Background: an optimization exercise with open tools, aiming at small area. Do not read the settings as production practice. Function was checked by simulation only, so behaviour that the tests miss may differ from the original. The flow treats the clock pin as an ideal source, which a real chip does not have. Power figures rest on the tool's default switching activity, not on a simulated workload.

## alpha
Design rgb2ycbcr, start of the top module:
module rgb2ycbcr(
	input                       clk,rst_n,
	input[7:0]                  rgb_r,
	input[7:0]                  rgb_g,
	input[7:0]                  rgb_b,
	input                       rgb_de,
	output[7:0]                 ycbcr_y,
	output[7:0]                 ycbcr_cb,
	output[7:0]                 ycbcr_cr,
	output reg                  ycbcr_de
);
Size in the first run: roughly 290 cells after synthesis, roughly 100 flip-flops, ~4600 um2 of cells after synthesis.
export LEC_CHECK = 0
export CAP_MARGIN = 20
export CORE_MARGIN = 2
export CORE_UTILIZATION = 40
export SLEW_MARGIN = 20
export SYNTH_HIERARCHICAL = 1
create_clock -name core_clock -period 5.0 [get_ports {clk}]
standard.sh (not shown) runs the stock make flow with config.mk's settings and CLKGATE_MAP_FILE= SYNTH_SCRIPT=/design/flow/synth_recipe.tcl, a recipe that flattens the netlist after the stock synthesis.
==> flow/flow/run.sh <==
#!/bin/bash
# The standard layout, with two changes: each port is buffered by the
# smallest buffer cell, and the clock tree uses small buffers without dummy loads.
set -euo pipefail
export BUFFER_PORTS_ARGS="-buffer_cell sky130_fd_sc_hd__buf_1"
export CTS_ARGS='-sink_clustering_enable -repair_clock_nets -buf_list {sky130_fd_sc_hd__clkbuf_2 sky130_fd_sc_hd__clkbuf_4 sky130_fd_sc_hd__clkbuf_8} -sink_clustering_size 16 -dont_use_dummy_load'
bash standard.sh finish > standard_flow.log 2>&1
Modified inputs, beta compared to alpha
--- a/flow/flow/run.sh
+++ b/flow/flow/run.sh
@@ -6 +6 @@
-export CTS_ARGS='-sink_clustering_enable -repair_clock_nets -buf_list {sky130_fd_sc_hd__clkbuf_2 sky130_fd_sc_hd__clkbuf_4 sky130_fd_sc_hd__clkbuf_8} -sink_clustering_size 16 -dont_use_dummy_load'
+export CTS_ARGS='-sink_clustering_enable -repair_clock_nets -buf_list {sky130_fd_sc_hd__clkbuf_4 sky130_fd_sc_hd__clkbuf_8} -sink_clustering_size 12 -sink_clustering_max_diameter 40 -dont_use_dummy_load'
## What came out
- Cell count after placement across beta and alpha: no real change.
- Worst-case setup slack after placement: beta vs alpha identical
- Comparing beta against alpha, there is no change at all in final wirelength.
- Status: diode insertion count for antenna repair parity (alpha, beta)
- From alpha to beta the numbers moved as follows: utilization roughly the same; final setup slack of the worst path roughly the same; multi-input gate count roughly the same.
- Reported for beta and alpha, final area turned out identical to the last digit.

* * *

Another version of the RTL of rgb2ycbcr (not shown whole).
Size: ~280 cells after synthesis, ~100 flip-flops, roughly 4500 um^2 of cells after synthesis.
Settings: LEC_CHECK=0, CAP_MARGIN=20, CORE_MARGIN=2, CORE_UTILIZATION=40, GPL_TIMING_DRIVEN=0, SLEW_MARGIN=20, SYNTH_HIERARCHICAL=1; clock period 5.0 ns.
==> flow/flow/run.sh <==
#!/bin/bash
# The standard layout, with three changes: each port is buffered by the
# smallest buffer cell; the clock tree is built from clkbuf_4 without dummy
# loads; and after it, the busier clock buffers are upsized (flow/post_cts.tcl).
set -euo pipefail
export BUFFER_PORTS_ARGS="-buffer_cell sky130_fd_sc_hd__buf_1"
export CTS_ARGS='-sink_clustering_enable -repair_clock_nets -buf_list {sky130_fd_sc_hd__clkbuf_4} -dont_use_dummy_load'
export POST_CTS_TCL="$PWD/flow/post_cts.tcl"
bash standard.sh finish > standard_flow.log 2>&1
==> flow/flow/post_cts.tcl <==
# After clock tree synthesis with small clock buffers: a leaf buffer that
# drives more than 11 flip-flops, and the root buffer, become clkbuf_8 so the
# clock slew at every flip-flop stays low.  Then legalize the placement again.
foreach inst [get_cells clkbuf_*] {
  set nm [get_full_name $inst]
  set net [get_nets -of_objects [get_pins $nm/X]]
  set n [llength [get_pins -of_objects $net -filter "direction==input"]]
  if {$n > 11 || [string match clkbuf_0_* $nm]} {
    puts "post_cts: $nm drives $n pins, now sky130_fd_sc_hd__clkbuf_8"
    replace_cell $nm sky130_fd_sc_hd__clkbuf_8
  }
}
detailed_placement
check_placement -verbose
Rerun with:
==> flow/flow/run.sh (replaced) <==
#!/bin/bash
# The standard layout, with two changes: each port is buffered by the
# smallest buffer cell, and the clock tree uses small buffers without dummy loads.
set -euo pipefail
export BUFFER_PORTS_ARGS="-buffer_cell sky130_fd_sc_hd__buf_1"
export CTS_ARGS='-sink_clustering_enable -repair_clock_nets -buf_list {sky130_fd_sc_hd__clkbuf_2 sky130_fd_sc_hd__clkbuf_4 sky130_fd_sc_hd__clkbuf_8} -sink_clustering_size 16 -dont_use_dummy_load'
bash standard.sh finish > standard_flow.log 2>&1
CORE_UTILIZATION = 55   (was 40)
removed: flow/flow/post_cts.tcl
The new run completed with no timing, DRC or antenna violations.
Power climbs by 0.90%.
Worst hold slack degrades by 0.020 ns.
Sequential share of layout area grows by 0.21 points.

* * *

rgb2ycbcr again, from the RTL that the note above started with.
==> flow/design.v (excerpt) <==
module rgb2ycbcr(
	input                       clk,rst_n,
	input[7:0]                  rgb_r,
	input[7:0]                  rgb_g,
	input[7:0]                  rgb_b,
	input                       rgb_de,
	output[7:0]                 ycbcr_y,
	output[7:0]                 ycbcr_cb,
	output[7:0]                 ycbcr_cr,
	output reg                  ycbcr_de
);
reg [7:0] r1, g1, b1;
always @(posedge clk) begin
	r1 <= rgb_r; g1 <= rgb_g; b1 <= rgb_b;
end
reg [8:0] e1;
reg [8:0] e2;
reg [7:0] y2_q;
reg [7:0] y3, cb3, cr3, y4, cb4, cr4;
wire i1 = ~g1[0];
wire s2, c2;
rgb2ycbcr_ha u2 (.a(b1[0]), .b(i1), .s(s2), .co(c2));
wire i3 = ~g1[1];
wire s4, c4;
rgb2ycbcr_fa u4 (.a(b1[1]), .b(i3), .c(c2), .s(s4), .co(c4));
wire i5 = ~g1[2];
wire s6, c6;
rgb2ycbcr_fa u6 (.a(b1[2]), .b(i5), .c(c4), .s(s6), .co(c6));
wire i7 = ~g1[3];
wire s8, c8;
rgb2ycbcr_fa u8 (.a(b1[3]), .b(i7), .c(c6), .s(s8), .co(c8));
wire i9 = ~g1[4];
wire s10, c10;
rgb2ycbcr_fa u10 (.a(b1[4]), .b(i9), .c(c8), .s(s10), .co(c10));
wire i11 = ~g1[5];
wire s12, c12;
rgb2ycbcr_fa u12 (.a(b1[5]), .b(i11), .c(c10), .s(s12), .co(c12));
wire i13 = ~g1[6];
wire s14, c14;
rgb2ycbcr_fa u14 (.a(b1[6]), .b(i13), .c(c12), .s(s14), .co(c14));
wire i15 = ~g1[7];
wire s16, c16;
rgb2ycbcr_fa u16 (.a(b1[7]), .b(i15), .c(c14), .s(s16), .co(c16));
wire s17, c17;
rgb2ycbcr_ha u17 (.a(r1[0]), .b(i1), .s(s17), .co(c17));
wire s18, c18;
rgb2ycbcr_fa u18 (.a(r1[1]), .b(i3), .c(c17), .s(s18), .co(c18));
wire s19, c19;
rgb2ycbcr_fa u19 (.a(r1[2]), .b(i5), .c(c18), .s(s19), .co(c19));
wire s20, c20;
rgb2ycbcr_fa u20 (.a(r1[3]), .b(i7), .c(c19), .s(s20), .co(c20));
wire s21, c21;
rgb2ycbcr_fa u21 (.a(r1[4]), .b(i9), .c(c20), .s(s21), .co(c21));
wire s22, c22;
rgb2ycbcr_fa u22 (.a(r1[5]), .b(i11), .c(c21), .s(s22), .co(c22));
wire s23, c23;
rgb2ycbcr_fa u23 (.a(r1[6]), .b(i13), .c(c22), .s(s23), .co(c23));
wire s24, c24;
rgb2ycbcr_fa u24 (.a(r1[7]), .b(i15), .c(c23), .s(s24), .co(c24));
wire c25 = r1[0]&b1[0];
wire c26;
rgb2ycbcr_maj u26 (.a(r1[1]), .b(b1[1]), .c(c25), .y(c26));
wire c27;
rgb2ycbcr_maj u27 (.a(r1[2]), .b(b1[2]), .c(c26), .y(c27));
wire s28, c28;
  ...
export LEC_CHECK = 0
export CAP_MARGIN = 20
export CORE_MARGIN = 2
export CORE_UTILIZATION = 40
export SLEW_MARGIN = 20
export SYNTH_HIERARCHICAL = 1
create_clock -name core_clock -period 5.0 [get_ports {clk}]
==> flow/flow/run.sh <==
#!/bin/bash
# The standard layout, with two changes: each port is buffered by the
# smallest buffer cell, and the clock tree uses small buffers without dummy loads.
set -euo pipefail
export BUFFER_PORTS_ARGS="-buffer_cell sky130_fd_sc_hd__buf_1"
export CTS_ARGS='-sink_clustering_enable -repair_clock_nets -buf_list {sky130_fd_sc_hd__clkbuf_2 sky130_fd_sc_hd__clkbuf_4 sky130_fd_sc_hd__clkbuf_8} -sink_clustering_size 16 -dont_use_dummy_load'
bash standard.sh finish > standard_flow.log 2>&1
Next try:
- CORE_UTILIZATION: 40 -> 30
- GPL_TIMING_DRIVEN: default -> 0
Result:
- die area goes up by 32%
- design area goes up by 0.54%
- worst hold slack improved by 3.5 ps
- wire length goes up by 2.5%
- power goes up by 1.3%
- area after synthesis stays the same
Next try:
- ABC_AREA: default -> 1
- CORE_UTILIZATION: 30 -> 40
=> First-iteration DRC count rises by a quarter to a third; synthesized cell count goes up by well over a third; wire length rises by a few percent; cell count rises by about a fifth; critical path depth decreases by 2; setup slack gains 120 ps; final area rises by a few percent; global-route usage rose by 3.3 points; fmax increases by a few percent; non-clock buffer count goes down by 2; via count rises by about a fifth.
Next try:
- ABC_AREA: 1 -> default
The changed run passed the timing, design-rule and antenna checks.
Global-route usage is lower by 1.4 points.
Area after synthesis went down by 6.2%.
Critical path depth goes up by 2.

## afterwards: timing with drivers on the ports
In the flow no input, the clock included, has a driving cell. The finished layouts below were timed again as built, in two steps.
Step 1: set_driving_cell puts a clkbuf_16 on clk and a buf_2 on each other input, an assumption about the parent block.
Step 2 moves the port delays by t, midway between the first and last clock arrival at a register: inputs arrive t later, outputs are due t later. That takes back most of the time a late clock gives input paths.
Slacks: no drivers / after step 1 / after step 2; pairs: no drivers / after step 1.
| run | t, ns | slack for setup (ns) | worst data-port slew with drivers (ns) |
|---|---|---|---|
| alpha | 0.388 | 0.214 / 0.214 / 0.214 | 0.03 |
| beta | 0.388 | 0.214 / 0.214 / 0.214 | 0.03 |
| the first run of note 2 | 0.370 | 0.124 / 0.124 / 0.124 | 0.03 |
| the second run of note 2 | 0.384 | 0.137 / 0.137 / 0.137 | 0.03 |
| the first run of note 3 | 0.381 | 0.158 / 0.158 / 0.158 | 0.04 |
| the second run of note 3 | 0.396 | 0.079 / 0.079 / 0.079 | 0.04 |
| the third run of note 3 | 0.391 | 0.200 / 0.200 / 0.200 | 0.04 |
| the fourth run of note 3 | 0.369 | 0.158 / 0.158 / 0.158 | 0.03 |
After both steps setup and hold are still met in every run listed.
